This design comes from an exercise in tuning for a short achievable clock period and few clock cycles on the open sky130 flow, not from production work.
In this exercise RTL edits were held to simulation tests only and were not proved equivalent to the original.

==> flow/design.v <==
module adder(
	output logic [15:0] S,
	output logic Cout,
 	input logic [15:0] A, BB,
 	input logic Cin 
	);
  always_comb
     {Cout, S} = A + BB + Cin;
endmodule
module twoTOone_mux
	(
	input logic [15:0] a0,
	input logic [15:0] a1,
	input logic sel,
	output logic [15:0] out
	);
	assign out = sel ? a1 : a0;
endmodule
module fourTOone_mux
	(
	input logic [3:0] a0,
	input logic [3:0] a1,
	input logic [3:0] a2,
	input logic [3:0] a3,
	input logic [1:0] sel,
	output logic [3:0] out
	);
	assign out = sel[1] ? (sel[0] ? a3 : a2) : (sel[0] ? a1 : a0); 
endmodule
module fourTOone_mux2
	(
	input logic [15:0] a0,
	input logic [15:0] a1,
	input logic [15:0] a2,
	input logic [15:0] a3,
	input logic [1:0] sel,
	output logic [15:0] out
	);
	assign out = sel[1] ? (sel[0] ? a3 : a2) : (sel[0] ? a1 : a0); 
endmodule
module sixteenTOone_mux
	(
	input logic [15:0] a0,
	input logic [15:0] a1,
	input logic [15:0] a2,
	input logic [15:0] a3,	
	input logic [15:0] a4,
	input logic [15:0] a5,
	input logic [15:0] a6,
	input logic [15:0] a7,
	input logic [15:0] a8,
	input logic [15:0] a9,
	input logic [15:0] a10,
	input logic [15:0] a11,
	input logic [15:0] a12,
	input logic [15:0] a13,
	input logic [15:0] a14,
	input logic [15:0] a15,
	input logic [3:0] sel,
	output logic [15:0] out
	);
	assign out = sel[3] ? (sel[2] ? (sel[1] ? (sel[0] ? a15 : a14) : (sel[0] ? a13 : a12)) : (sel[1] ? (sel[0] ? a11 : a10) : (sel[0] ? a9 : a8))) : (sel[2] ? (sel[1] ? (sel[0] ? a7 : a6) : (sel[0] ? a5 : a4)) : (sel[1] ? (sel[0] ? a3 : a2) : (sel[0] ? a1 : a0)));  
endmodule
module zeroextender(
	input logic nextended,
	output logic [15:0] extended
	);
	wire [14:0] extend = 15'b000000000000000;
	assign extended =  {extend,nextended};
endmodule
module zeroextender_immediate(
	input logic [3:0] nextended,
	output logic [15:0] extended
	);
	wire [11:0] extend = 12'b000000000000;
	assign extended =  {extend,nextended};
endmodule
module zeroextender_j(
	input logic [11:0] nextended,
	output logic [15:0] extended
	);
	wire [3:0] extend = 4'b0000;
	assign extended =  {extend,nextended};
endmodule
module sign_extension (
		input logic signed [3:0] imm,
		output logic signed [15:0] signimm
		);
	assign signimm = imm;
endmodule
module arithematicshiftright(
	input logic [15:0] in,
	output logic [15:0] out
	);
	wire MSB = in[15];
	assign out = {MSB,in[15:1]};
endmodule
module logicalshiftleftVARIABLE(
	input logic [15:0] in,
	input logic [15:0] rfread,  
	output logic [15:0] out
	);
	assign out = in << rfread[3:0];
endmodule
module logicalshiftrightVARIABLE(
	input logic [15:0] in,
	input logic [15:0] rfread,  
	output logic [15:0] out
	);
	assign out = in >> rfread[3:0];
endmodule
module ALU(
	input logic [15:0] a, 
	input logic [15:0] b,
	input logic [4:0] ALUcontrol,
	output logic [15:0] y,
	output logic Cout,
	output logic zeroflag
	);
	wire[15:0] BB;
	wire[15:0] adderout;
	wire[15:0] zeroexout;
	wire[15:0] firstAND = a&BB;
	wire[15:0] firstOR = a|BB;
	wire[15:0] NOTfirstAND = ~firstAND;
	wire[15:0] NOTfirstOR = ~firstOR;
	wire[15:0] ASRout; 
	wire[15:0] LSLVout;
	wire[15:0] LSRVout;
	wire ALUcontrolMSB = ALUcontrol[4];
	wire [3:0] ALUcontrolLSB = ALUcontrol[3:0];
	adder ALU_adder(
	.A(a),.Cout(Cout),.BB(BB),.Cin(ALUcontrolMSB), .S(adderout)
	);
	twoTOone_mux ALU_input_mux(
	.a0(b),
	.a1(~b),
	.sel(ALUcontrolMSB),
	.out(BB)
	);
	zeroextender ALU_zeroextender(
	.nextended(adderout[15]),.extended(zeroexout)
	);
	arithematicshiftright ALU_ASR(
	.in(BB),
	.out(ASRout)
	);
	logicalshiftleftVARIABLE ALU_LSLV(
	.in(BB),.rfread(a),.out(LSLVout)
	);
	logicalshiftrightVARIABLE ALU_LSRV(
	.in(BB),.rfread(a),.out(LSRVout)
	);
	sixteenTOone_mux ALU_mux(
	.a0(NOTfirstOR|firstAND),
	.a1(NOTfirstOR|firstAND),
	.a2(NOTfirstAND&firstOR),
	.a3(NOTfirstAND&firstOR),
	.a4(NOTfirstAND),
	.a5(NOTfirstAND),
	.a6(NOTfirstOR),
	.a7(NOTfirstOR),
	.a8(firstAND),
	.a9(LSRVout),
	.a10(firstOR),
	.a11(firstOR),
	.a12(adderout),
	.a13(LSLVout),
	.a14(zeroexout),
	.a15(ASRout),
	.sel(ALUcontrolLSB),
	.out(y)
	);
	assign zeroflag = y ? 0 : 1;
endmodule
module PC(
	input logic clk,
	input logic rst,
	input logic [15:0] pcnext,
	output logic [15:0] pcout
	);
	reg [15:0] pc;
	always_ff@(posedge clk) begin
		if (rst)
			pc <= 16'b0000000000000000;
		else
			pc <= pcnext;
	end
	assign pcout = pc;
endmodule
module PCinputselectmux(
	output logic [1:0] out,
	input logic branch,
	input logic j,
	input logic jr
	);
	assign out = branch ? 2'b01 : (j ? 2'b10 : (jr ? 2'b11 : 2'b00));
endmodule
module branchcircuit(
	input logic [1:0] branch,  
	input logic zeroflag,  
	output logic PCsrc
	);
	always_comb
	case({branch,zeroflag})
		3'b000 :PCsrc = 0;
		3'b001 :PCsrc = 1;
		3'b010 :PCsrc = 1;
		3'b011 :PCsrc = 0;
		3'b100 :PCsrc = 0;
		3'b101 :PCsrc = 0;
		3'b110 :PCsrc = 0;
		3'b111 :PCsrc = 0;
	endcase
endmodule
module registerfile(
	output logic [15:0]rd1,rd2,  
	input logic clk,we3,  
	input logic [3:0]ra1,ra2,wa3,  
	input logic [15:0]wd3  
	);
	reg [15:0] rf[15:0];
	always_ff@(posedge clk)begin
		if(we3)begin 
			rf[wa3] <= wd3;
		end
	end
	assign rd1 = (ra1 != 0) ? rf[ra1] : 0;
	assign rd2 = (ra2 != 0) ? rf[ra2] : 0;
endmodule
module hiloreg(
	output logic [15:0]rd,  
	input logic clk,wehilo,  
	input logic [15:0]wd  
	);
	reg [15:0] rf;
	always_ff@(posedge clk)begin
		if(wehilo)begin 
			rf <= wd;
		end
	end 
	assign rd = rf;
endmodule
module multiply #(parameter N=16)
	(
	input logic [N-1:0] a,b,
	output logic [2*N-1:0] y
	);
	assign y  = a*b;
endmodule
module divide#(parameter N=16)
	(
	input logic [N-1:0] a,b,
	output logic [2*N-1:0] y,
	output logic [N-1:0] mod
	);
	assign y  = (b == 0) ? 32'h0000FFFF : a/b;
	assign mod = (b == 0) ? a : a%b;
endmodule
module control_unit(
	input logic [5:0] opcode,
	output logic we3,
	output logic ALUsrc,
	output logic [4:0] ALUcontrol,
	output logic we,
	output logic [1:0] regdata,
	output logic [1:0] regwrite,
	output logic j,
	output logic wehilo,
	output logic jr,
	output logic multdiv,
	output logic [1:0] branch,
	output logic mod
	);
	logic [18:0] signals;
	assign {multdiv,ALUsrc,ALUcontrol,j,jr,regwrite,branch,we,regdata,we3,wehilo,mod} = signals;
	always_comb
	case(opcode)
		6'b000000  :signals = 19'b0001100000110000100;  
		6'b000001  :signals = 19'b0011100000110000100;  
		6'b000010  :signals = 19'b0101100000010001100;  
		6'b000011  :signals = 19'b0101100000010100000;  
		6'b000100  :signals = 19'b0001000000110000100;  
		6'b000101  :signals = 19'b0001010000110000100;  
		6'b000110  :signals = 19'b0000100000110000100;  
		6'b000111  :signals = 19'b0000110000110000100;  
		6'b001000  :signals = 19'b0000010000110000100;  
		6'b001001  :signals = 19'b0000000000110000100;  
		6'b001010  :signals = 19'b0011000000110000100;  
		6'b001011  :signals = 19'b0011010000110000100;  
		6'b001100  :signals = 19'b0010100000110000100;  
		6'b001101  :signals = 19'b0010110000110000100;  
		6'b001110  :signals = 19'b0010000000110000100;  
		6'b001111  :signals = 19'b0010010000110000100;  
		6'b010000  :signals = 19'b0011110000110000100;  
		6'b010001  :signals = 19'b0011100000000000000;  
		6'b010010  :signals = 19'b0011100000001000000;  
		6'b110011  :signals = 19'b0101100000010000100;  
		6'b010100  :signals = 19'b0000000000010000010;  
		6'b010101  :signals = 19'b1000000000010000010;  
		6'b010110  :signals = 19'b0000000000010010100;  
		6'b010111  :signals = 19'b0000000000010011100;  
		6'b011010  :signals = 19'b0001111000110000100;  
		6'b011011  :signals = 19'b0001101000110000100;  
		6'b011100  :signals = 19'b0001001000110000100;  
		6'b011101  :signals = 19'b0000000100010000000;  
		6'b011110  :signals = 19'b0000000010010000000;  
		6'b011111  :signals = 19'b0000000000110000101;  
		default    :signals = 19'b0000000000010000000;  
	endcase
endmodule
module datapath(
	input logic clk,
	input logic we3,  
	input logic ALUsrc,  
	input logic [4:0] ALUcontrol,  
	output logic ALUcout,  
	input logic we,  
	input logic [1:0] regdata,  
	input logic [1:0] regwrite,  
	input logic j,  
	input logic wehilo,  
	input logic jr,  
	input logic multdiv,  
	input logic [1:0] branch,  
	output logic [5:0] opcode,  
	input logic mod,
	input logic rst,
	output logic [15:0] imem_addr,
	input logic [17:0] imem_rdata,
	output logic [15:0] dmem_addr,
	output logic [15:0] dmem_wdata,
	output logic dmem_we,
	input logic [15:0] dmem_rdata
	);
	wire [15:0] pcinput;
	wire [15:0] pcoutput;
	wire [17:0] instructionmemoryoutput;  
	wire [3:0] rfreadaddress1;  
	wire [3:0] rfreadaddress2;  
	assign rfreadaddress1 = instructionmemoryoutput[11:8];
	assign rfreadaddress2 = instructionmemoryoutput[7:4];
	wire [3:0] rfwriteaddress;  
	wire [3:0] rfwriteaddressoption1;
	assign rfwriteaddressoption1 = instructionmemoryoutput[7:4];
	wire [3:0] rfwriteaddressoption2; 
	assign rfwriteaddressoption2 = instructionmemoryoutput[3:0];
	wire [15:0] rfwritedata;  
	wire [15:0] rfreadoutput1;  
	wire [15:0] rfreadoutput2;  
	wire zeroflag;
	wire [15:0] ALUinputA;  
	wire [15:0] signx_immediate;  
	wire [15:0] ALUoutput;  
	wire [15:0] dataoutput;  
	wire branchsrc;  
	wire [15:0] J_MUX_INPUT;  
	wire [15:0] hiregout;  
	wire [15:0] loregout;  
	wire [15:0] hiregin;  
	wire [15:0] loregin;  
	wire [31:0] multout;  
	wire [31:0] divout;  
	wire [15:0] lslout;  
	wire [15:0] lsrout;  
	wire [15:0] asrout;  
	wire [15:0] lslVout;  
	wire [15:0] lsrVout;  
	wire [15:0] zerox_immediate;  
	wire [1:0] pcinputmuxsel;  
	wire [15:0] modout;  
	wire [15:0] modmuxout;  
	assign opcode = instructionmemoryoutput[17:12];
	zeroextender_j data_zeroextender_j(
	.nextended(instructionmemoryoutput[11:0]),.extended(J_MUX_INPUT)
	);
	logic jism;
	assign jism = j;
	logic jrism;
	assign jrism = jr;
	PCinputselectmux data_PCinputselectmux(
	.out(pcinputmuxsel),.branch(branchsrc),.j(jism),.jr(jrism)
	);
	fourTOone_mux2 PCinputmux(
	.a0(16'b0000000000000001+pcoutput),.a1(16'b0000000000000001+pcoutput+zerox_immediate),.a2(J_MUX_INPUT),.a3(rfreadoutput1),.sel(pcinputmuxsel),.out(pcinput)
	);
	PC data_PC(
	.clk(clk),.rst(rst),.pcnext(pcinput),.pcout(pcoutput)
	);
	assign imem_addr = pcoutput;
	assign instructionmemoryoutput = imem_rdata;
	registerfile data_rf(
	.rd1(rfreadoutput1),.rd2(rfreadoutput2),.clk(clk),.we3(we3),.ra1(rfreadaddress1),
	.ra2(rfreadaddress2),.wa3(rfwriteaddress),.wd3(modmuxout)
	);
	ALU data_ALU(
	.a(ALUinputA),.b(rfreadoutput1),.ALUcontrol(ALUcontrol),.y(ALUoutput),.Cout(ALUcout),.zeroflag(zeroflag)
	);	
	twoTOone_mux ALUinputselectmux(
	.a0(rfreadoutput2),.a1(signx_immediate),.sel(ALUsrc),.out(ALUinputA)
	);
	zeroextender_immediate data_zeroextender_immediate(
	.nextended(instructionmemoryoutput[3:0]),.extended(zerox_immediate)
	);
	sign_extension data_signx_immediate(
	.imm(instructionmemoryoutput[3:0]),.signimm(signx_immediate)
	);
	assign dmem_addr = ALUoutput;
	assign dmem_wdata = rfreadoutput2;
	assign dmem_we = we;
	assign dataoutput = dmem_rdata;
	fourTOone_mux2 data_rfwritedata_mux(
	.a0(ALUoutput),.a1(dataoutput),.a2(hiregout),.a3(loregout),.sel(regdata),.out(rfwritedata)
	);
	fourTOone_mux data_rfwriteaddress_mux(
	.a0(rfwriteaddressoption1),.a1(rfwriteaddressoption2),.a2(4'b0000),.a3(4'b0000),.sel(regwrite),.out(rfwriteaddress)
	);
	twoTOone_mux hiMUX(
	.a0(multout[31:16]),.a1(divout[31:16]),.sel(multdiv),.out(hiregin)
	);
	twoTOone_mux loMUX(
	.a0(multout[15:0]),.a1(divout[15:0]),.sel(multdiv),.out(loregin)
	);	
	hiloreg data_hi(
	.rd(hiregout),.clk(clk),.wehilo(wehilo),.wd(hiregin)
	);
	hiloreg data_lo(
	.rd(loregout),.clk(clk),.wehilo(wehilo),.wd(loregin)
	);
	branchcircuit data_branchcircuit(
	.branch(branch),.zeroflag(zeroflag),.PCsrc(branchsrc)	
	);
	multiply data_multiply(
	.a(rfreadoutput1),.b(rfreadoutput2),.y(multout)
	);
	divide data_divide(
	.a(rfreadoutput1),.b(rfreadoutput2),.y(divout),.mod(modout)
	);
	twoTOone_mux data_modmux(
	.a0(rfwritedata),.a1(modout),.sel(mod),.out(modmuxout)
	);
endmodule
module processor1(
	input  logic        clk,
	input  logic        rst,
	output logic [15:0] imem_addr,
	input  logic [17:0] imem_rdata,
	output logic [15:0] dmem_addr,
	output logic [15:0] dmem_wdata,
	output logic        dmem_we,
	input  logic [15:0] dmem_rdata
	);
	localparam logic [5:0] OP_ADD=6'h00, OP_SUB=6'h01, OP_LW=6'h02, OP_SW=6'h03,
		OP_AND=6'h04, OP_OR=6'h05, OP_NAND=6'h06, OP_NOR=6'h07, OP_XOR=6'h08,
		OP_XNOR=6'h09, OP_ANDN=6'h0a, OP_ORN=6'h0b, OP_NANDN=6'h0c, OP_NORN=6'h0d,
		OP_XNORN=6'h0e, OP_XORN=6'h0f, OP_SLT=6'h10, OP_BEQ=6'h11, OP_BNE=6'h12,
		OP_ADDI=6'h33, OP_MULT=6'h14, OP_DIV=6'h15, OP_MFHI=6'h16, OP_MFLO=6'h17,
		OP_ASR=6'h1a, OP_LSLV=6'h1b, OP_LSRV=6'h1c, OP_J=6'h1d, OP_JR=6'h1e,
		OP_MOD=6'h1f;
	logic [15:0] pc_f;
	assign imem_addr = pc_f;
	logic [17:0] ir;
	logic [15:0] ir_pc;
	logic        ir_valid;
	logic        ir_pred;
	logic        use_hold;
	logic [17:0] h_ir;
	logic [15:0] h_pc;
	logic        h_pred;
	wire [17:0] e_ir    = use_hold ? h_ir : ir;
	wire [15:0] e_pc    = use_hold ? h_pc : ir_pc;
	wire        e_valid = use_hold | ir_valid;
	wire        e_pred  = use_hold ? h_pred : ir_pred;
	wire [5:0] op = e_ir[17:12];
	wire [3:0] ra = e_ir[11:8];
	wire [3:0] rb = e_ir[7:4];
	wire [3:0] rc = e_ir[3:0];
	wire [15:0] simm = {{12{rc[3]}}, rc};
	wire [15:0] zimm = {12'b0, rc};
	logic [15:0] rf [1:15];
	logic [15:0] hi, lo;
	logic        ld_m_valid;    
	logic [3:0]  ld_m_dst;
	logic        ld_w_valid;    
	logic [3:0]  ld_w_dst;
	logic [15:0] ldr;
	logic        d1_valid;
	logic        d1_mod;
	logic [3:0]  d1_dst;
	logic [7:0]  d1_a, d1_q;
	logic [15:0] d1_b, d1_r;
	wire [15:0] rf_a = (ra == 4'd0) ? 16'd0 : rf[ra];
	wire [15:0] rf_b = (rb == 4'd0) ? 16'd0 : rf[rb];
	wire [15:0] A = (ld_w_valid && ld_w_dst == ra && ra != 4'd0) ? ldr : rf_a;
	wire [15:0] B = (ld_w_valid && ld_w_dst == rb && rb != 4'd0) ? ldr : rf_b;
	logic reads_a, reads_b;
	always_comb begin
		reads_a = 1'b1;
		reads_b = 1'b1;
		case (op)
			OP_LW, OP_ADDI, OP_ASR, OP_JR: reads_b = 1'b0;
			OP_J, OP_MFHI, OP_MFLO: begin reads_a = 1'b0; reads_b = 1'b0; end
			default: ;
		endcase
	end
	logic        e_wen;
	logic [3:0]  e_wdst;
	always_comb begin
		e_wen = 1'b0;
		e_wdst = rc;
		case (op)
			OP_ADD, OP_SUB, OP_AND, OP_OR, OP_NAND, OP_NOR, OP_XOR, OP_XNOR,
			OP_ANDN, OP_ORN, OP_NANDN, OP_NORN, OP_XNORN, OP_XORN, OP_SLT,
			OP_ASR, OP_LSLV, OP_LSRV: e_wen = 1'b1;
			OP_ADDI, OP_MFHI, OP_MFLO: begin e_wen = 1'b1; e_wdst = rb; end
			default: ;
		endcase
	end
	wire is_mf = (op == OP_MFHI) | (op == OP_MFLO);
	wire ld_a = ld_m_valid & reads_a & (ra == ld_m_dst);
	wire ld_b = ld_m_valid & reads_b & (rb == ld_m_dst);
	wire jr_fwd = (op == OP_JR) & ld_a;
	wire sw_fwd = (op == OP_SW) & ld_b;
	wire ld_hazard = (ld_a & (op != OP_JR)) | (ld_b & (op != OP_SW));
	wire d1_hazard = d1_valid &
	                 (d1_mod ? ((d1_dst != 4'd0) &
	                            ((reads_a & (ra == d1_dst)) | (reads_b & (rb == d1_dst))))
	                         : is_mf);
	wire stall = e_valid & (ld_hazard | d1_hazard);
	wire e_go = e_valid & ~stall;
	logic [15:0] alu;
	alu u_alu(.op(op), .a(A), .b(B), .simm(simm), .hi(hi), .lo(lo), .y(alu));
	wire e_we = e_go & e_wen & (e_wdst != 4'd0);
	wire [31:0] prod = A * B;
	wire [15:0] e_r;
	wire [7:0]  e_q;
	div8 u_div_hi(.r(16'd0), .a(A[15:8]), .d(B), .q(e_q), .rout(e_r));
	wire [15:0] d1_rem;
	wire [7:0]  d1_qlo;
	div8 u_div_lo(.r(d1_r), .a(d1_a), .d(d1_b), .q(d1_qlo), .rout(d1_rem));
	wire is_br   = (op == OP_BEQ) | (op == OP_BNE);
	wire eq      = (A == B);
	wire taken   = ((op == OP_BEQ) & eq) | ((op == OP_BNE) & ~eq);
	wire br_miss = is_br & (taken != e_pred) & (rc != 4'd0);
	wire redirect = e_go & (br_miss | (op == OP_JR));
	wire [15:0] e_pc_inc = e_pc + 16'd1;
	wire [15:0] redirect_pc = (op == OP_JR) ? A : (taken ? e_pc_inc + zimm : e_pc_inc);
	logic [15:0] zk;
	wire alu_zero = (alu == 16'd0);
	wire rem_zero = (d1_rem == 16'd0);
	wire ldr_zero = (ldr == 16'd0);
	always_comb begin
		zk[0] = 1'b1;
		for (int i = 1; i < 16; i++) begin
			if (e_we && e_wdst == i)
				zk[i] = alu_zero;
			else if (d1_valid && d1_mod && d1_dst == i)
				zk[i] = rem_zero;
			else if (ld_w_valid && ld_w_dst == i)
				zk[i] = ldr_zero;
			else
				zk[i] = (rf[i] == 16'd0);
			if ((ld_m_valid && ld_m_dst == i) ||
			    (e_go && op == OP_LW && rb == i) ||
			    (e_go && op == OP_MOD && rc == i))
				zk[i] = 1'b0;
		end
	end
	wire        pc_ov  = redirect | stall;
	wire [15:0] pc_ovv = redirect ? redirect_pc : pc_f;
	wire [15:0] pc_d;
	wire        f_pred;
	wire [15:0] pc_inc = pc_f + 16'd1;
	pc_next u_pc_next(.ins(imem_rdata), .pc_inc(pc_inc), .pc_inc_hi1(pc_inc[15:4] + 12'd1),
	                  .zk(zk), .ov(pc_ov), .ov_pc(pc_ovv), .ld_pc(e_go & jr_fwd),
	                  .ld_data(dmem_rdata), .rst(rst), .pc_d(pc_d), .pred(f_pred));
	wire [15:0] mem_addr = A + simm;
	always_ff @(posedge clk) begin
		pc_f     <= pc_d;
		ir       <= imem_rdata;
		ir_pc    <= pc_f;
		ir_valid <= ~rst & ~redirect;
		ir_pred  <= f_pred;
		use_hold <= ~rst & stall;
		if (stall) begin
			h_ir <= e_ir;
			h_pc <= e_pc;
			h_pred <= e_pred;
		end
		for (int i = 1; i < 16; i++) begin
			if (e_we && e_wdst == i)
				rf[i] <= alu;
			else if (d1_valid && d1_mod && d1_dst == i)
				rf[i] <= d1_rem;
			else if (ld_w_valid && ld_w_dst == i)
				rf[i] <= ldr;
		end
		if (e_go && op == OP_MULT) begin
			hi <= prod[31:16];
			lo <= prod[15:0];
		end else if (d1_valid && !d1_mod) begin
			hi <= 16'd0;
			lo <= {d1_q, d1_qlo};
		end
		d1_valid <= ~rst & e_go & ((op == OP_DIV) | (op == OP_MOD));
		d1_mod   <= (op == OP_MOD);
		d1_dst   <= rc;
		d1_a     <= A[7:0];
		d1_b     <= B;
		d1_q     <= e_q;
		d1_r     <= e_r;
		dmem_addr  <= mem_addr;
		dmem_wdata <= sw_fwd ? dmem_rdata : B;
		dmem_we    <= ~rst & e_go & (op == OP_SW);
		ld_m_valid <= ~rst & e_go & (op == OP_LW) & (rb != 4'd0);
		ld_m_dst   <= rb;
		ldr        <= dmem_rdata;
		ld_w_valid <= ~rst & ld_m_valid & ~(e_we & (e_wdst == ld_m_dst));
		ld_w_dst   <= ld_m_dst;
	end
endmodule
module pc_next(
	input  logic [17:0] ins,
	input  logic [15:0] pc_inc,
	input  logic [11:0] pc_inc_hi1,    
	input  logic [15:0] zk,
	input  logic        ov,
	input  logic [15:0] ov_pc,
	input  logic        ld_pc,
	input  logic [15:0] ld_data,
	input  logic        rst,
	output logic [15:0] pc_d,
	output logic        pred
	);
	wire [5:0] op   = ins[17:12];
	wire       is_j = (op == 6'h1d);
	wire       beq  = (op == 6'h11);
	wire       bne  = (op == 6'h12);
	wire       feq  = (ins[11:8] == ins[7:4]);
	wire       a0   = (ins[11:8] == 4'd0);
	wire       same = feq | (a0 & zk[ins[7:4]]);
	assign pred = (beq & same) | (bne & ~same);
	wire [4:0]  lo  = {1'b0, pc_inc[3:0]} + {1'b0, ins[3:0]};
	wire [15:0] btgt = {lo[4] ? pc_inc_hi1 : pc_inc[15:4], lo[3:0]};
	wire [15:0] f_pc = is_j ? {4'b0000, ins[11:0]} : (pred ? btgt : pc_inc);
	assign pc_d = {16{~rst}} & (ld_pc ? ld_data : (ov ? ov_pc : f_pc));
endmodule
module div8(
	input  logic [15:0] r,
	input  logic [7:0]  a,
	input  logic [15:0] d,
	output logic [7:0]  q,
	output logic [15:0] rout
	);
	function automatic logic [16:0] div_step(input logic [15:0] rr, input logic x,
	                                         input logic [15:0] dd);
		logic [15:0] t, g, p, gn, pn, c;
		logic        ge;
		t = {rr[14:0], x};
		g = t & ~dd;
		p = t | ~dd;
		for (int s = 1; s < 16; s = s * 2) begin
			gn = g;
			pn = p;
			for (int i = s; i < 16; i++) begin
				gn[i] = g[i] | (p[i] & g[i-s]);
				pn[i] = p[i] & p[i-s];
			end
			g = gn;
			p = pn;
		end
		c[0] = 1'b1;
		for (int i = 1; i < 16; i++)
			c[i] = g[i-1] | p[i-1];
		ge = rr[15] | g[15] | p[15];
		div_step = {ge, t ^ ({16{ge}} & (~dd ^ c))};
	endfunction
	always_comb begin
		logic [16:0] s;
		rout = r;
		for (int i = 7; i >= 0; i--) begin
			s = div_step(rout, a[i], d);
			q[i] = s[16];
			rout = s[15:0];
		end
	end
endmodule
module alu(
	input  logic [5:0]  op,
	input  logic [15:0] a,
	input  logic [15:0] b,
	input  logic [15:0] simm,
	input  logic [15:0] hi,
	input  logic [15:0] lo,
	output logic [15:0] y
	);
	wire [15:0] sum  = b + a;
	wire [15:0] diff = b - a;
	always_comb begin
		case (op)
			6'h00: y = sum;
			6'h01: y = diff;
			6'h04: y = b & a;
			6'h05: y = b | a;
			6'h06: y = ~(b & a);
			6'h07: y = ~(b | a);
			6'h08: y = b ^ a;
			6'h09: y = ~(b ^ a);
			6'h0a: y = b & ~a;
			6'h0b: y = b | ~a;
			6'h0c: y = ~(b & ~a);
			6'h0d: y = ~(b | ~a);
			6'h0e: y = ~(b ^ ~a);
			6'h0f: y = b ^ ~a;
			6'h10: y = {15'b0, diff[15]};
			6'h1a: y = {a[15], a[15:1]};
			6'h1b: y = a << b[3:0];
			6'h1c: y = a >> b[3:0];
			6'h33: y = a + simm;
			6'h16: y = hi;
			6'h17: y = lo;
			default: y = 16'd0;
		endcase
	end
endmodule
==> flow/constraint.sdc <==
create_clock -name core_clock -period 135.0 [get_ports {clk}]
set_input_delay 27.0000 -clock core_clock [delete_from_list [all_inputs] [get_ports {clk}]]
set_output_delay 27.0000 -clock core_clock [all_outputs]
set_load 0.01 [all_outputs]
==> flow/config.mk <==
export PLATFORM = sky130hd
export DESIGN_NAME = processor1
export DESIGN_NICKNAME = processor1
export VERILOG_FILES = /design/flow/design.v
export SDC_FILE = /design/flow/constraint.sdc
export NUM_CORES = 4
export LEC_CHECK = 0
export CAP_MARGIN = 20
export CORE_MARGIN = 2
export CORE_UTILIZATION = 40
export SLEW_MARGIN = 20
export SYNTH_HIERARCHICAL = 1
export SYNTH_MINIMUM_KEEP_SIZE = 0
==> flow/run.sh <==
#!/bin/bash
# synth_recipe.tcl (not shown) runs the flow's synth.tcl, then flattens the netlist and writes it again
# the make line also repeats each setting of config.mk as NAME=value (left out here)
make -C /OpenROAD-flow-scripts/flow DESIGN_CONFIG=/design/flow/config.mk WORK_HOME=/design/flow/orfs CLKGATE_MAP_FILE= SYNTH_SCRIPT=/design/flow/synth_recipe.tcl finish
==> results of run 1 <==
-- modules after synthesis, one instance, submodules excluded --
| module | area [µm²] | flip-flops and latches | cells inside |
|---|---|---|---|
| div8 | 9375 | 0 | 1432 |
| pc_next | 1261 | 0 | 188 |
| processor1 | 36280 | 473 | 3795 |
| alu | 5393 | 0 | 784 |
-- metal layers --
| layer | GRT usage | wire length, µm |
|---|---|---|
| met1 | 0.4300 | 109400 |
| met2 | 0.5582 | 126300 |
| met3 | 0.07442 | 26680 |
| met4 | 0.1908 | 18790 |
| met5 | 0 | 116 |
-- logic make-up after synthesis --
kind of cell | count (synthesis) | synth area share
AOI/OAI and AO/OA | 2022 | 0.2311
xor gates and xnor gates | 589 | 0.08509
adders and majority gates | 567 | 0.1338
buffers and inverters | 1024 | 0.06813
DFF | 473 | 0.2033
muxes | 448 | 0.07807
other | 2 | 0.0001217
and+or+nand+nor | 2506 | 0.2003
-- critical path: cells and delay by family --
kind,cells,cell delay [ns]
AO/OA/AOI/OAI,2,0.80
multiplexers,2,0.80
buffers and inverters,1,0.77
AND/OR/NAND/NOR,3,0.53
-- cell type report --
cell class | instances | area [µm²]
Fill cell | 15220 | 86390
Multi-Input combinational cell | 6204 | 45550
Sequential cell | 473 | 12550
Timing Repair Buffer | 316 | 2586
Tap cell | 2044 | 2557
Clock buffer | 87 | 1897
Inverter | 472 | 1772
Clock inverter | 30 | 379.1
Antenna cell | 5 | 12.51
-- worst max-delay path by stage --
stage               slack [ns]  depth (start not counted)  endpoint     startpoint
floorplan               106.13                          6   pc_f[2]  imem_rdata[8]
global route            105.56                          8  pc_f[10]  imem_rdata[4]
detailed placement      105.05                          8   pc_f[4]  imem_rdata[4]
CTS                     105.77                          8   pc_f[4]  imem_rdata[4]
global placement        105.08                          8   pc_f[9]  imem_rdata[4]
finish                  105.67                          8  pc_f[10]  imem_rdata[4]
-- placed cells by master, fill, tap and decap left out, types with 36 or more instances in the layout --
master           instances
inv_1                  430
fa_1                   199
nor3_1                 144
nor2_1                 564
clkdlybuf4s50_1         84
and3_1                  58
dfxtp_1                165
xor2_1                 108
o31ai_1                 39
mux2i_1                355
nand3_1                174
edfxtp_1               307
nand2_1                842
nor2b_1                 72
clkbuf_16               71
a211oi_1                70
nand2b_1                76
a21o_1                  64
and2_1                 109
a31oi_1                 53
o211ai_1                62
a222oi_1                42
o21a_1                  43
a221oi_1                44
nor4_1                 121
ha_1                   228
mux2_2                  48
o21ai_0                465
maj3_1                 126
o21ai_1                 85
a22oi_1                204
a21oi_1                308
a22o_1                  46
conb_1                  72
buf_4                  230
xnor2_1                466
inv_2                   36
nand4_1                 79
-- per-stage QoR --
| step | instance area [µm²] | instances | hold slack (ns) | setup slack [ns] |
|---|---|---|---|---|
| global placement | 64940 | 9507 | 0.3730 | 105.08 |
| finish | 67300 | 9631 | 0.3931 | 105.67 |
| CTS | 67240 | 9625 | 0.3880 | 105.77 |
| detailed placement | 64960 | 9508 | 0.3799 | 105.05 |
| global route | 67290 | 9627 | 0.3983 | 105.56 |
| floorplan | 61950 | 7701 | 0.3290 | 106.13 |
==> reports/results.ini, run 1 <==
[drt]
wirelength_mm=281.3
drtPass1Iterations=11
drtIter0Drc=7503
vias=62240
drcViolationCount=0
post_drt_wl_per_cell_um=29.20
via_per_inst=6.462
ant_nets=0

[clock_network]
hold_buffers=0
clock-sinks=473
numCtsBuffers=66
clk_latency_ns=0.69
cts_root_buf=clkbuf_16
post_cts_buffers=0
clockBufferDepth=3
clkTransAtPathRegs_ns=0.06
cts_resized=0
cts_tree=done
ctsHtreeMaxLevel=3

[grt]
grt_max_degree=58
grt_antenna_before_repair=13
grt-ovfl-total=0
grtUsageTotal=0.3464
grt_pass1_wl_mm=407.5
grt_pass1_vias=58780

[critical_path]
crit_slowest_cell=clkdlybuf4s50_1
required_ns=135.59
reg2reg_from=d1_b[15]
worstReg2RegEnd=pc_f[10]
start_kind=input port
end_kind=flop
reg2reg_depth=86
max_stage_delay_ns=0.77
path_cells=clkdlybuf4s50_1 -> mux4_2 -> mux2i_1 -> or3_4 -> nand3_1 -> a21oi_4 -> a2111oi_0 -> nor3_1
critPathKind=input port to flop
crit_arrival_ns=29.92
critPathMaxFanout=24
regToRegSetupSlack_ns=109.16

[yosys]
ys_seq_area_frac=0.2033
ys_types=147
netlist_area_um2=61680
synth_top_area_frac=0.1495
synthArstFlopShare=0
syn_avg_cell_area_um2=8.083
yosysMostFrequentCell=nand2_1
ys_ff_latch=473
synth_area_leaders=edfxtp_1 (15%), xnor2_1 (6.7%), fa_1 (6.5%)
synthTopCellsByCount=nand2_1 (842), nor2_1 (573), xnor2_1 (469)
synth_top_area_cell=edfxtp_1
yosys_warnings=26
syn_inst=7631
synthFlopType=edfxtp_1
synth_edf_count=307

[finish]
largest_reg_flops=240
fin_nets=7996
drive_above_1_share=0.09641
largest-register=rf
largest_registers=rf x240, h_ir x18, ir x18
area_growth_pct=9.103
final_util=0.4379

[sta]
max_freq_mhz=34.09
tns_ns=0
setup_viol=0
max-slew-margin-rel=0.1084
hold_violations=0
rsz0062_at_grt=no
drv_slew=0
min_period_ns=29.33
skew_ns=0.05001
tightest_slew_ns=1.325
finalCritPeriodShare=0.2173

[worst_hold_path]
holdPathStages=0
hold_path_class=flop to flop
min_from=pc_f[13]
whs_endpoint=ir_pc[13]

[floorplanning]
fp.dieH_um=396.7
die_width_um=396.7
core_um2=153700
initial_core_util=0.4014
num_rows=144
num_io_pins=85
die_area_um2=157400

[placement]
dp_hpwl_mm=198.6
place.gp.congestion=1.047
numPortBuffers=84

[run_status]
status=finished clean

[flow_run]
maxCapViolCount=0

Testbench counts, summed over its fixed seeds: cycles 20,573.
==> inputs of run 2 (changes only) <==
--- a/flow/design.v
+++ b/flow/design.v
@@ -457,8 +457,8 @@
 		OP_ADDI=6'h33, OP_MULT=6'h14, OP_DIV=6'h15, OP_MFHI=6'h16, OP_MFLO=6'h17,
 		OP_ASR=6'h1a, OP_LSLV=6'h1b, OP_LSRV=6'h1c, OP_J=6'h1d, OP_JR=6'h1e,
 		OP_MOD=6'h1f;
-	logic [15:0] pc_f;
-	assign imem_addr = pc_f;
+	logic [15:0] pc_f, pc_out;
+	assign imem_addr = pc_out;
 	logic [17:0] ir;
 	logic [15:0] ir_pc;
 	logic        ir_valid;
@@ -568,15 +568,29 @@
 	end
 	wire        pc_ov  = redirect | stall;
 	wire [15:0] pc_ovv = redirect ? redirect_pc : pc_f;
-	wire [15:0] pc_d;
-	wire        f_pred;
+	wire [15:0] pc_d, pc_out_d;
+	wire [3:0]  f_preds, f_preds2;
+	wire        f_pred = f_preds[0];
 	wire [15:0] pc_inc = pc_f + 16'd1;
-	pc_next u_pc_next(.ins(imem_rdata), .pc_inc(pc_inc), .pc_inc_hi1(pc_inc[15:4] + 12'd1),
-	                  .zk(zk), .ov(pc_ov), .ov_pc(pc_ovv), .ld_pc(e_go & jr_fwd),
-	                  .ld_data(dmem_rdata), .rst(rst), .pc_d(pc_d), .pred(f_pred));
+	wire [11:0] pc_inc_hi1 = pc_inc[15:4] + 12'd1;
+	wire        ld_pc = e_go & jr_fwd;
+	genvar k;
+	generate
+		for (k = 0; k < 4; k++) begin : g_pc
+			pc_next #(.S(k)) u_pc(.ins(imem_rdata), .pc_inc(pc_inc), .pc_inc_hi1(pc_inc_hi1),
+			                      .zk(zk), .ov(pc_ov), .ov_pc(pc_ovv), .ld_pc(ld_pc),
+			                      .ld_data(dmem_rdata), .rst(rst), .pc_d(pc_d[4*k+3:4*k]),
+			                      .pred(f_preds[k]));
+			pc_next #(.S(k)) u_pc_out(.ins(imem_rdata), .pc_inc(pc_inc), .pc_inc_hi1(pc_inc_hi1),
+			                          .zk(zk), .ov(pc_ov), .ov_pc(pc_ovv), .ld_pc(ld_pc),
+			                          .ld_data(dmem_rdata), .rst(rst), .pc_d(pc_out_d[4*k+3:4*k]),
+			                          .pred(f_preds2[k]));
+		end
+	endgenerate
 	wire [15:0] mem_addr = A + simm;
 	always_ff @(posedge clk) begin
 		pc_f     <= pc_d;
+		pc_out   <= pc_out_d;
 		ir       <= imem_rdata;
 		ir_pc    <= pc_f;
 		ir_valid <= ~rst & ~redirect;
@@ -619,7 +633,7 @@
 		ld_w_dst   <= ld_m_dst;
 	end
 endmodule
-module pc_next(
+module pc_next #(parameter int S = 0) (
 	input  logic [17:0] ins,
 	input  logic [15:0] pc_inc,
 	input  logic [11:0] pc_inc_hi1,    
@@ -629,7 +643,7 @@
 	input  logic        ld_pc,
 	input  logic [15:0] ld_data,
 	input  logic        rst,
-	output logic [15:0] pc_d,
+	output logic [3:0]  pc_d,
 	output logic        pred
 	);
 	wire [5:0] op   = ins[17:12];
@@ -640,10 +654,11 @@
 	wire       a0   = (ins[11:8] == 4'd0);
 	wire       same = feq | (a0 & zk[ins[7:4]]);
 	assign pred = (beq & same) | (bne & ~same);
-	wire [4:0]  lo  = {1'b0, pc_inc[3:0]} + {1'b0, ins[3:0]};
+	wire [4:0]  lo   = {1'b0, pc_inc[3:0]} + {1'b0, ins[3:0]};
 	wire [15:0] btgt = {lo[4] ? pc_inc_hi1 : pc_inc[15:4], lo[3:0]};
-	wire [15:0] f_pc = is_j ? {4'b0000, ins[11:0]} : (pred ? btgt : pc_inc);
-	assign pc_d = {16{~rst}} & (ld_pc ? ld_data : (ov ? ov_pc : f_pc));
+	wire [15:0] jt   = {4'b0000, ins[11:0]};
+	wire [3:0]  f_pc = is_j ? jt[4*S+3:4*S] : (pred ? btgt[4*S+3:4*S] : pc_inc[4*S+3:4*S]);
+	assign pc_d = {4{~rst}} & (ld_pc ? ld_data[4*S+3:4*S] : (ov ? ov_pc[4*S+3:4*S] : f_pc));
 endmodule
 module div8(
 	input  logic [15:0] r,
==> flow/flow/run.sh (new file) <==
#!/bin/bash
# Layout flow: the standard layout (standard.sh) unchanged, except that
# the input and output ports are buffered with sky130_fd_sc_hd__buf_4
# instead of the cell buffer_ports picks by itself (a slow delay buffer).
set -euo pipefail
export BUFFER_PORTS_ARGS="-buffer_cell sky130_fd_sc_hd__buf_4"
bash standard.sh > standard_flow.log 2>&1
==> flow/standard.sh (new file) <==
#!/bin/bash
# synth_recipe.tcl (not shown) runs the flow's synth.tcl, then flattens the netlist and writes it again
# the make line also repeats each setting of config.mk as NAME=value (left out here)
make -C /OpenROAD-flow-scripts/flow DESIGN_CONFIG=/design/flow/config.mk WORK_HOME=/design/flow/orfs CLKGATE_MAP_FILE= SYNTH_SCRIPT=/design/flow/synth_recipe.tcl "${@:-finish}"
removed: flow/run.sh
==> reports/results.ini, run 2 <==
[run_status]
status=finished clean

[grt]
grt_pass1_wl_mm=413.6  ; +1.5%
grtUsageTotal=0.3330  ; -0.01343
grt-ovfl-total=0  ; unchanged
grt_max_degree=67  ; +16%
grt_pass1_vias=61390  ; +4.4%
grt_antenna_before_repair=16  ; +3

[placement]
placed_cell_area_um2=68130  ; +4.9%
numPortBuffers=84  ; unchanged
dp_slack_ns=105.39  ; +0.3330 ns
place.gp.congestion=1.039  ; -0.78%
dp_hpwl_mm=202.8  ; +2.1%

[finish]
drive_above_1_share=0.1077  ; +0.01130
fin_area_um2=70420  ; +4.6%
final_common_cell=nor2_1
largest-register=rf
layout_common_cells=nor2_1 (839), nand2_1 (632), a21oi_1 (581), xnor2_1 (490), inv_1 (467)
area_growth_pct=8.542
largest_reg_flops=240  ; unchanged
fin_nets=8494  ; +6.2%
largest_registers=rf x240, h_ir x18, ir x18

[clock_network]
numCtsBuffers=69  ; +4.5%
ctsHtreeMaxLevel=3  ; unchanged
cts_root_buf=clkbuf_16
clock-sinks=489  ; +3.4%
cts_resized=0  ; unchanged
hold_buffers=0  ; unchanged
post_cts_buffers=0  ; unchanged
cts_tree=done
clk_latency_ns=0.70  ; about the same
clkTransAtPathRegs_ns=0.06  ; about the same
clockBufferDepth=3  ; unchanged

[floorplanning]
num_io_pins=85  ; unchanged
core_um2=160800  ; +4.6%
fp.dieH_um=406.7  ; +2.5%
die_width_um=406.7  ; +2.5%
num_rows=147  ; +2.1%
die_area_um2=165400  ; +5.1%
initial_core_util=0.4036  ; +0.002210

[sta]
rsz0062_at_grt=no
finalCritPeriodShare=0.2142  ; -0.003089
skew_ns=0.04269  ; -0.007319 ns
min_period_ns=28.91  ; -0.4170 ns
hold_slack_ns=0.4027  ; +0.009607 ns
hold_violations=0  ; unchanged
max-slew-margin-rel=0.1457  ; +0.03729
setup_viol=0  ; unchanged
max_freq_mhz=34.59  ; +1.4%
tightest_slew_ns=1.270  ; -0.05542 ns
worst_slack_ns=106.09  ; +0.4170 ns
drv_slew=0  ; unchanged
tns_ns=0  ; unchanged

[worst_hold_path]
holdPathStages=0  ; unchanged
hold_path_class=flop to flop
min_from=pc_f[0]
whs_endpoint=ir_pc[0]

[drt]
via_per_inst=6.418  ; -0.68%
wirelength_mm=283.0  ; +0.64%
ant_nets=0  ; unchanged
drtPass1Iterations=10  ; -1
vias=65700  ; +5.6%
drcViolationCount=0  ; unchanged
drtIter0Drc=9310  ; +24%
post_drt_wl_per_cell_um=27.65  ; -5.3%

[yosys]
netlist_area_um2=64870  ; +5.2%
syn_avg_cell_area_um2=8.004  ; -0.98%
yosys_warnings=26  ; unchanged
syn_inst=8105  ; +6.2%

[critical_path]
reg2reg_from=d1_b[3]
reg2reg_depth=85  ; -1.2%
end_kind=flop
start_kind=input port
critPathMaxFanout=61  ; +150%
regToRegSetupSlack_ns=108.18  ; -0.98 ns
crit_arrival_ns=29.54  ; -0.38 ns
worstReg2RegEnd=pc_out[12]
required_ns=135.63  ; +0.04 ns
critPathKind=input port to flop

[flow_run]
maxCapViolCount=0  ; unchanged

[run 2: layout make-up]
| type | count | area (µm²) |
|---|---|---|
| Sequential cell | 489 | 12870 |
| Inverter | 518 | 1946 |
| Timing Repair Buffer | 315 | 2412 |
| Clock inverter | 38 | 327.8 |
| Clock buffer | 90 | 1847 |
| Multi-Input combinational cell | 6618 | 48300 |
| Tap cell | 2160 | 2703 |
| Antenna cell | 8 | 20.02 |
| Fill cell | 16120 | 90340 |
[run 2: critical path: stages]
cell	delay, ns
buf_4	0.69
mux4_2	0.59
nor2_1	0.10
nor3_1	0.07
nor3_2	0.30
mux2_4	0.39
mux2_4	0.32
nand2_2	0.06
[run 2: worst max path at each step]
stage / startpoint / end / slack, ns / depth (start not counted)
floorplan: imem_rdata[4] / pc_f[3] / 106.32 / 7
finish: imem_rdata[4] / pc_f[6] / 106.09 / 8
detailed placement: imem_rdata[4] / pc_f[7] / 105.39 / 8
global placement: imem_rdata[4] / pc_f[5] / 105.38 / 8
CTS: imem_rdata[4] / pc_f[6] / 106.09 / 8
global route: imem_rdata[4] / pc_f[7] / 105.94 / 8
[run 2: per-layer routing]
layer	part of all wire	vias up	global-route usage	routed length, µm
li1	-	29200	-	-
met1	0.40	31660	0.4310	112600
met2	0.43	3920	0.5051	120400
met3	0.12	911	0.09449	33270
met4	0.059	10	0.1671	16760
met5	0.00025	-	0	70
[run 2: through the flow]
| step | std cells | utilization |
|---|---|---|
| after CTS | 10220 | 0.4373 |
| after global placement | 10090 | 0.4237 |
| after detailed placement | 10100 | 0.4238 |
| after floorplan | 8182 | - |
| after global routing | 10230 | 0.4379 |
| final | 10240 | 0.4380 |
Testbench counts of run 2, summed over its fixed seeds: cycles 20,573.
==> inputs of run 3 (changes only) <==
==> flow/flow/run.sh (replaced) <==
#!/bin/bash
set -euo pipefail
export BUFFER_PORTS_ARGS="-buffer_cell sky130_fd_sc_hd__buf_4"
export SETUP_SLACK_MARGIN=107
bash standard.sh > standard_flow.log 2>&1
==> reports/results.ini, run 3 <==
[run_status]
status=finished clean

[floorplanning]
fp.dieH_um=406.7  ; unchanged
num_rows=147  ; unchanged
die_area_um2=165400  ; unchanged
core_um2=160800  ; unchanged
num_io_pins=85  ; unchanged
initial_core_util=0.4036  ; unchanged
die_width_um=406.7  ; unchanged

[sta]
setup_viol=0  ; unchanged
max_freq_mhz=35.46  ; +2.5%
tightest_slew_ns=1.257  ; -0.01260 ns
min_period_ns=28.20  ; -0.7100 ns
drv_slew=0  ; unchanged
hold_slack_ns=0.4226  ; +0.01995 ns
finalCritPeriodShare=0.2089  ; -0.005259
skew_ns=0.06122  ; +0.01853 ns
tns_ns=0  ; unchanged
hold_violations=0  ; unchanged
rsz0062_at_grt=yes
max-slew-margin-rel=0.1603  ; +0.01467

[critical_path]
required_ns=135.63  ; about the same
start_kind=input port
crit_arrival_ns=28.84  ; -0.70 ns
max_stage_delay_ns=0.50  ; -0.19 ns
cp_num_cells=8  ; unchanged
critPathKind=input port to flop
crit_slowest_cell=mux4_2
critPathMaxFanout=7  ; -89%
end_kind=flop
path_cells=buf_16 -> mux4_2 -> nor2_2 -> nor3_2 -> nor3_2 -> mux2_4 -> mux2_4 -> nand2_2
reg2reg_depth=84  ; -1.2%
critPathBufInv=1  ; unchanged
path_delay_family=multiplexers

[clock_network]
clock-sinks=489  ; unchanged
clockBufferDepth=3  ; unchanged
cts_root_buf=clkbuf_16
clkTransAtPathRegs_ns=0.06  ; about the same
hold_buffers=0  ; unchanged
numCtsBuffers=68  ; -1.4%
clk_latency_ns=0.71  ; about the same
cts_tree=done
ctsHtreeMaxLevel=3  ; unchanged

[grt]
grtUsageTotal=0.3355  ; +0.002495
met1_usage=0.4337  ; +0.002698
grt_pass1_wl_mm=415.5  ; +0.46%
grt_use_met2=0.5127  ; +0.007638
grt_use_met3=0.08422  ; -0.01027
grt-ovfl-total=0  ; unchanged
grt_pass1_vias=61610  ; +0.36%
grt_max_degree=67  ; unchanged
grt_antenna_before_repair=18  ; +2
grt_busiest_layer=met2

[placement]
dp_hpwl_mm=204.6  ; +0.85%
place.gp.congestion=1.051  ; +1.2%
placed_cell_area_um2=68190  ; about the same
numPortBuffers=84  ; unchanged

[drt]
drtPass1Iterations=10  ; unchanged
vias=66210  ; +0.78%
drtIter0Drc=8799  ; -5.5%
drcViolationCount=0  ; unchanged
ant_nets=0  ; unchanged
wirelength_mm=288.2  ; +1.8%
post_drt_wl_per_cell_um=28.08  ; +1.6%
via_per_inst=6.451  ; +0.51%

[worst_hold_path]
holdPathStages=0  ; unchanged
hold_path_class=flop to flop

[finish]
fin_nets=8528  ; +0.40%
largest_registers=rf x240, h_ir x18, ir x18
final_util=0.4457  ; +0.007620
final_common_cell=nor2_1
area_growth_pct=10.43
layout_common_cells=nor2_1 (831), nand2_1 (631), a21oi_1 (577), xnor2_1 (486), inv_1 (467)
drive_above_1_share=0.1225  ; +0.01479
nFillCells=16020  ; -0.64%
largest_reg_flops=240  ; unchanged
largest-register=rf
fin_area_um2=71640  ; +1.7%

[flow_run]
maxCapViolCount=0  ; unchanged

[yosys]
syn_avg_cell_area_um2=8.004  ; unchanged
yosys_warnings=26  ; unchanged
netlist_area_um2=64870  ; unchanged
syn_inst=8105  ; unchanged

==> run 3: repair_timing <==
| item | 4_1_cts | 5_1_grt |
|---|---|---|
| cloned | 3 | 3 |
| buffers inserted | 13 | 28 |
| pin swaps | 20 | 41 |
| hold endpoints to repair | 0 | 0 |
| gates resized for setup | 127 | 55 |
| setup endpoints to repair | 82 | 81 |
==> run 3: path summary, 6_finish.rpt <==
path	start	to	slack (ns)
setup / recovery	imem_rdata[4]	pc_f[5]	106.80
hold / removal	pc_f[14]	ir_pc[14]	0.42
setup reg to reg	d1_b[3]	pc_f[3]	108.36
hold reg to reg	pc_f[14]	ir_pc[14]	0.42
==> run 3: final cells by class <==
class                      instances  area, µm²  area share
multi-input combinational       6618      48670      0.6794
tap                             2160       2703     0.03772
inverter                         518       1946     0.02716
antenna                            6      15.01   0.0002096
sequential                       489      12930      0.1804
clock inverter                    36      417.9    0.005833
timing repair buffer             350       3117     0.04350
clock buffer                      87       1844     0.02574
==> run 3: per-layer routing <==
metal	vias up	wire length, µm	part of all wire
met3	951	32320	0.11
met4	6	18220	0.063
met1	31970	114200	0.40
met2	4058	123400	0.43
li1	29230	-	-
met5	-	36	0.00012
==> run 3: through the flow <==
step | instances | setup slack, ns
2_1_floorplan | 8182 | 106.34
3_3_place_gp | 10090 | 105.39
3_5_place_dp | 10090 | 105.40
4_1_cts | 10230 | 106.82
5_1_grt | 10260 | 106.78
6_report | 10260 | 106.80
==> inputs of run 4 (changes only) <==
--- a/flow/design.v
+++ b/flow/design.v
@@ -547,7 +547,6 @@
 	wire [15:0] redirect_pc = (op == OP_JR) ? A : (taken ? e_pc_inc + zimm : e_pc_inc);
 	logic [15:0] zk;
 	wire alu_zero = (alu == 16'd0);
-	wire rem_zero = (d1_rem == 16'd0);
 	wire ldr_zero = (ldr == 16'd0);
 	always_comb begin
 		zk[0] = 1'b1;
@@ -555,7 +554,7 @@
 			if (e_we && e_wdst == i)
 				zk[i] = alu_zero;
 			else if (d1_valid && d1_mod && d1_dst == i)
-				zk[i] = rem_zero;
+				zk[i] = 1'b0;
 			else if (ld_w_valid && ld_w_dst == i)
 				zk[i] = ldr_zero;
 			else
==> reports/results.ini, run 4 <==
[drt]
ant_nets=0  ; unchanged
drtIter0Drc=8906  ; +1.2%
post_drt_wl_per_cell_um=28.48  ; +1.4%
drtPass1Iterations=8  ; -2
wirelength_mm=291.5  ; +1.1%
via_per_inst=6.420  ; -0.48%
vias=65710  ; -0.76%
drcViolationCount=0  ; unchanged

[yosys]
syn_avg_cell_area_um2=8.001  ; about the same
syn_inst=8063  ; -0.52%
netlist_area_um2=64510  ; -0.56%
yosys_warnings=26  ; unchanged

[sta]
min_period_ns=28.16  ; -0.04000 ns
drv_slew=0  ; unchanged
max-slew-margin-rel=0.1585  ; -0.001813
hold_violations=0  ; unchanged
skew_ns=0.06701  ; +0.005796 ns
tightest_slew_ns=1.251  ; -0.006508 ns
max_freq_mhz=35.51  ; +0.14%
tns_ns=0  ; unchanged
setup_viol=0  ; unchanged
rsz0062_at_grt=yes
finalCritPeriodShare=0.2086  ; -0.0002963

[flow_run]
maxCapViolCount=0  ; unchanged

[finish]
final_common_cell=nor2_1
fin_cells=10240  ; -0.28%
layout_common_cells=nor2_1 (802), nand2_1 (711), a21oi_1 (497), xnor2_1 (495), inv_1 (473)
largest_registers=rf x240, h_ir x18, ir x18
area_growth_pct=10.69
largest-register=rf
fin_nets=8503  ; -0.29%
drive_above_1_share=0.1235  ; +0.0009987
largest_reg_flops=240  ; unchanged

[critical_path]
worstReg2RegEnd=d1_r[1]
required_ns=108.00  ; -27.63 ns
max_stage_delay_ns=0.36  ; -0.14 ns
reg2reg_depth=83  ; -1.2%
critPathBufInv=1  ; unchanged
critPathKind=flop to primary output
path_cells=buf_6
start_kind=flop
end_kind=primary output
critical_path.endpoint=dmem_we
path_delay_family=flip-flops
crit_arrival_ns=1.16  ; -27.68 ns
cp_num_cells=1  ; -7
critPathMaxFanout=1  ; -6
crit_slowest_cell=dfxtp_4
reg2reg_from=use_hold
regToRegSetupSlack_ns=109.41  ; +1.05 ns
startpoint=dmem_we

[floorplanning]
die_area_um2=164500  ; -0.56%
num_rows=147  ; unchanged
fp.dieH_um=405.6  ; -0.28%
die_width_um=405.6  ; -0.28%
core_um2=160400  ; -0.23%
num_io_pins=85  ; unchanged
initial_core_util=0.4022  ; -0.001352

[grt]
grt_antenna_before_repair=11  ; -7
grtUsageTotal=0.3429  ; +0.007455
grt_max_degree=67  ; unchanged
grt_pass1_wl_mm=423.0  ; +1.8%
grt_pass1_vias=61240  ; -0.59%
grt-ovfl-total=0  ; unchanged

[placement]
numPortBuffers=84  ; unchanged
dp_hpwl_mm=204.5  ; about the same
place.gp.congestion=1.028  ; -2.3%
post-place-cells=10070  ; -0.17%

[clock_network]
hold_buffers=0  ; unchanged
numCtsBuffers=67  ; -1.5%
clkTransAtPathRegs_ns=0.07  ; about the same
clock-sinks=489  ; unchanged
clk_latency_ns=0.71  ; about the same
clockBufferDepth=3  ; unchanged
ctsHtreeMaxLevel=3  ; unchanged
cts_root_buf=clkbuf_16
cts_tree=done

[worst_hold_path]
hold_path_class=flop to flop
min_from=pc_f[0]

[run_status]
status=finished clean

==> run 4: changes by cell type in the layout (fill, tap and decap cells not counted), moves of 13 or more <==
cell	delta
nand2_1	+80
and2_1	-24
o21ai_0	+72
nor2_1	-29
mux2_2	-13
a21oi_1	-80
a22oi_1	-14
==> run 4: worst min-delay path by stage <==
stage / end / slack [ns] / depth (start not counted)
floorplan: ld_w_dst[2] / 0.33 / 0
global placement: ir_pc[0] / 0.39 / 0
detailed placement: ir_pc[0] / 0.40 / 0
CTS: ir_pc[0] / 0.40 / 0
global route: ir_pc[1] / 0.41 / 0
finish: ir_pc[0] / 0.40 / 0
==> run 4: through the flow <==
stage          setup slack (ns)  area, µm²  utilization  hold WS, ns
2_1_floorplan            106.34      64890            -       0.3290
3_3_place_gp             105.45      67860       0.4231       0.3941
3_5_place_dp             105.46      67860       0.4231       0.3951
4_1_cts                  106.81      70870       0.4419       0.3982
5_1_grt                  106.82      71400       0.4452       0.4055
6_report                 106.84      71400       0.4452       0.3987
==> run 4: what timing repair did <==
action                     CTS  global route
gates cloned                 4             2
buffers inserted             8            26
setup endpoints to repair   82            81
pin swaps                   32            35
gates resized for setup    153            47
==> run 4: layout make-up <==
class,instances,area (µm²)
Tap cell,2160,2703
Inverter,521,1957
Sequential cell,489,12930
Antenna cell,2,5.005
Clock inverter,39,498.0
Clock buffer,83,1808
Timing Repair Buffer,355,3181
Fill cell,16040,88980
Multi-Input combinational cell,6586,48320
==> run 4: layer usage <==
| metal | GRT usage | up-vias | share of wire |
|---|---|---|---|
| met5 | 0 | - | 0.00033 |
| met4 | 0.1702 | 10 | 0.058 |
| met3 | 0.07779 | 803 | 0.11 |
| met2 | 0.5077 | 3977 | 0.42 |
| met1 | 0.4669 | 31890 | 0.41 |
| li1 | - | 29020 | - |
Testbench counts of run 4, summed over its fixed seeds: cycles 20,573.
==> inputs of run 5 (changes only) <==
--- a/flow/config.mk
+++ b/flow/config.mk
@@ -7,7 +7,7 @@
 export LEC_CHECK = 0
 export CAP_MARGIN = 20
 export CORE_MARGIN = 2
-export CORE_UTILIZATION = 40
+export CORE_UTILIZATION = 50
 export SLEW_MARGIN = 20
 export SYNTH_HIERARCHICAL = 1
 export SYNTH_MINIMUM_KEEP_SIZE = 0
==> reports/results.ini, run 5 <==
[run_status]
status=finished clean

[finish]
fin_nets=8528  ; +0.29%
final_util=0.5539  ; +0.1087
fin_area_um2=70810  ; -0.83%
largest_registers=rf x240, h_ir x18, ir x18
final_common_cell=nor2_1
drive_above_1_share=0.1239  ; +0.0004209
largest-register=rf
largest_reg_flops=240  ; unchanged
area_growth_pct=9.770
fin_cells=9759  ; -4.7%
layout_common_cells=nor2_1 (806), nand2_1 (712), a21oi_1 (497), xnor2_1 (488), inv_1 (472)

[floorplanning]
die_area_um2=131900  ; -20%
num_rows=131  ; -11%
initial_core_util=0.5046  ; +0.1024
fp.dieH_um=363.2  ; -10%
core_um2=127800  ; -20%
die_width_um=363.2  ; -10%
num_io_pins=85  ; unchanged

[clock_network]
clockBufferDepth=3  ; unchanged
cts_tree=done
clkTransAtPathRegs_ns=0.06  ; about the same
ctsHtreeMaxLevel=3  ; unchanged
clk_latency_ns=0.71  ; about the same
numCtsBuffers=66  ; -1.5%
cts_root_buf=clkbuf_16
clock-sinks=489  ; unchanged

[yosys]
syn_inst=8063  ; unchanged
syn_avg_cell_area_um2=8.001  ; unchanged
netlist_area_um2=64510  ; unchanged
yosys_warnings=26  ; unchanged

[grt]
grt_antenna_before_repair=16  ; +5
grt-ovfl-total=0  ; unchanged
grt_max_degree=67  ; unchanged
grt_pass1_wl_mm=420.3  ; -0.64%
grt_pass1_vias=61340  ; +0.15%
grtUsageTotal=0.4276  ; +0.08462

[sta]
min_period_ns=28.25  ; +0.08600 ns
rsz0062_at_grt=yes
max_freq_mhz=35.40  ; -0.30%
tns_ns=0  ; unchanged
skew_ns=0.05879  ; -0.008223 ns
finalCritPeriodShare=0.2093  ; +0.0006370
setup_viol=0  ; unchanged
hold_violations=0  ; unchanged
max-slew-margin-rel=0.09558  ; -0.06295
drv_slew=0  ; unchanged
tightest_slew_ns=1.344  ; +0.09356 ns

[placement]
placed_cell_area_um2=67340  ; -0.77%
numPortBuffers=84  ; unchanged
post-place-cells=9586  ; -4.8%
dp_hpwl_mm=206.8  ; +1.1%
place.gp.congestion=1.046  ; +1.8%

[critical_path]
crit_slowest_cell=dfxtp_4
end_kind=primary output
start_kind=flop
path_delay_family=flip-flops
critPathBufInv=1  ; unchanged
startpoint=dmem_wdata[2]
critPathMaxFanout=1  ; unchanged
crit_arrival_ns=1.25  ; +0.09 ns
required_ns=108.00  ; about the same
reg2reg_from=use_hold
max_stage_delay_ns=0.42  ; +0.06 ns
path_cells=buf_6
critPathKind=flop to primary output

[drt]
drtIter0Drc=10310  ; +16%
drtPass1Iterations=13  ; +5
vias=66630  ; +1.4%
post_drt_wl_per_cell_um=29.80  ; +4.6%
drcViolationCount=0  ; unchanged
via_per_inst=6.827  ; +6.3%
ant_nets=0  ; unchanged
wirelength_mm=290.8  ; -0.26%

[worst_hold_path]
min_from=pc_f[0]
hold_path_class=flop to flop

[flow_run]
maxCapViolCount=0  ; unchanged

==> run 5: layout make-up <==
class | instances | area, µm²
clock buffer | 85 | 1775
tap | 1662 | 2079
timing repair buffer | 381 | 3408
clock inverter | 32 | 352.8
sequential | 489 | 12940
antenna | 3 | 7.507
inverter | 521 | 1957
multi-input combinational | 6586 | 48290
fill | 12030 | 57040
==> run 5: final timing paths <==
kind	slack (ns)	cells past startpoint	endpoint
worst max-delay path	106.75	1	dmem_wdata[2]
worst min-delay path	0.40	0	ir_pc[0]
worst max register to register	110.03	85	d1_r[1]
worst min register to register	0.40	0	ir_pc[0]
==> run 5: per-layer routing <==
layer / vias to the layer above / wire length (µm) / track usage
li1: 29120 / - / -
met4: 24 / 16740 / 0.1986
met5: - / 199 / 0
met1: 32070 / 117000 / 0.5775
met2: 4376 / 117700 / 0.6144
met3: 1034 / 39180 / 0.1406
==> run 5: timing repair <==
action / 4_1_cts / 5_1_grt
hold buffers: 0 / 0
setup endpoints to repair: 82 / 81
endpoints found under the hold margin: 0 / 0
gates cloned: 5 / 1
setup buffers: 17 / 27
pin swaps: 27 / 35
gates resized for setup: 151 / 48
==> run 5: per-stage QoR <==
stage / setup WS (ns) / hold WS (ns)
floorplan: 106.34 / 0.3290
global placement: 105.47 / 0.3909
detailed placement: 105.46 / 0.3936
CTS: 106.75 / 0.4022
global route: 106.75 / 0.4119
finish: 106.75 / 0.4050

separate check: timing with driven ports:
Ports are ideal in the flow. The routed layouts listed here were re-timed in OpenROAD. Step 1, drivers: a clkbuf_16 drives clk and a buf_2 each remaining input, both assumed. Step 2, shift: input delay + t, output delay - t, t = (earliest + latest rising clock arrival at the registers) / 2. This alone moves slack from input paths to output paths. Three values: ideal, step 1, step 2; two values: the first two.
| run | shift t [ns] | slack for setup (ns) | worst hold slack (ns) | latest minus earliest clock arrival (ns) | slew at the worst register clock pin (ns) |
|---|---|---|---|---|---|
| run 1 | 0.743 | 105.669 / 105.723 / 104.980 | 0.393 / 0.393 / 0.393 | 0.050 / 0.050 | 0.07 / 0.07 |
| run 2 | 0.754 | 106.086 / 106.123 / 105.370 | 0.403 / 0.403 / 0.403 | 0.042 / 0.043 | 0.06 / 0.06 |
| run 3 | 0.757 | 106.796 / 106.502 / 105.745 | 0.423 / 0.423 / 0.423 | 0.061 / 0.062 | 0.07 / 0.07 |
| run 4 | 0.754 | 106.836 / 106.547 / 105.793 | 0.399 / 0.399 / 0.399 | 0.067 / 0.067 | 0.07 / 0.07 |
| run 5 | 0.758 | 106.750 / 106.517 / 105.759 | 0.405 / 0.405 / 0.405 | 0.059 / 0.059 | 0.07 / 0.07 |
After both steps every run listed still meets setup and hold. For run 3, which loses most, drivers alone change the setup slack by -0.294 ns; drivers and shift together by -1.051 ns.
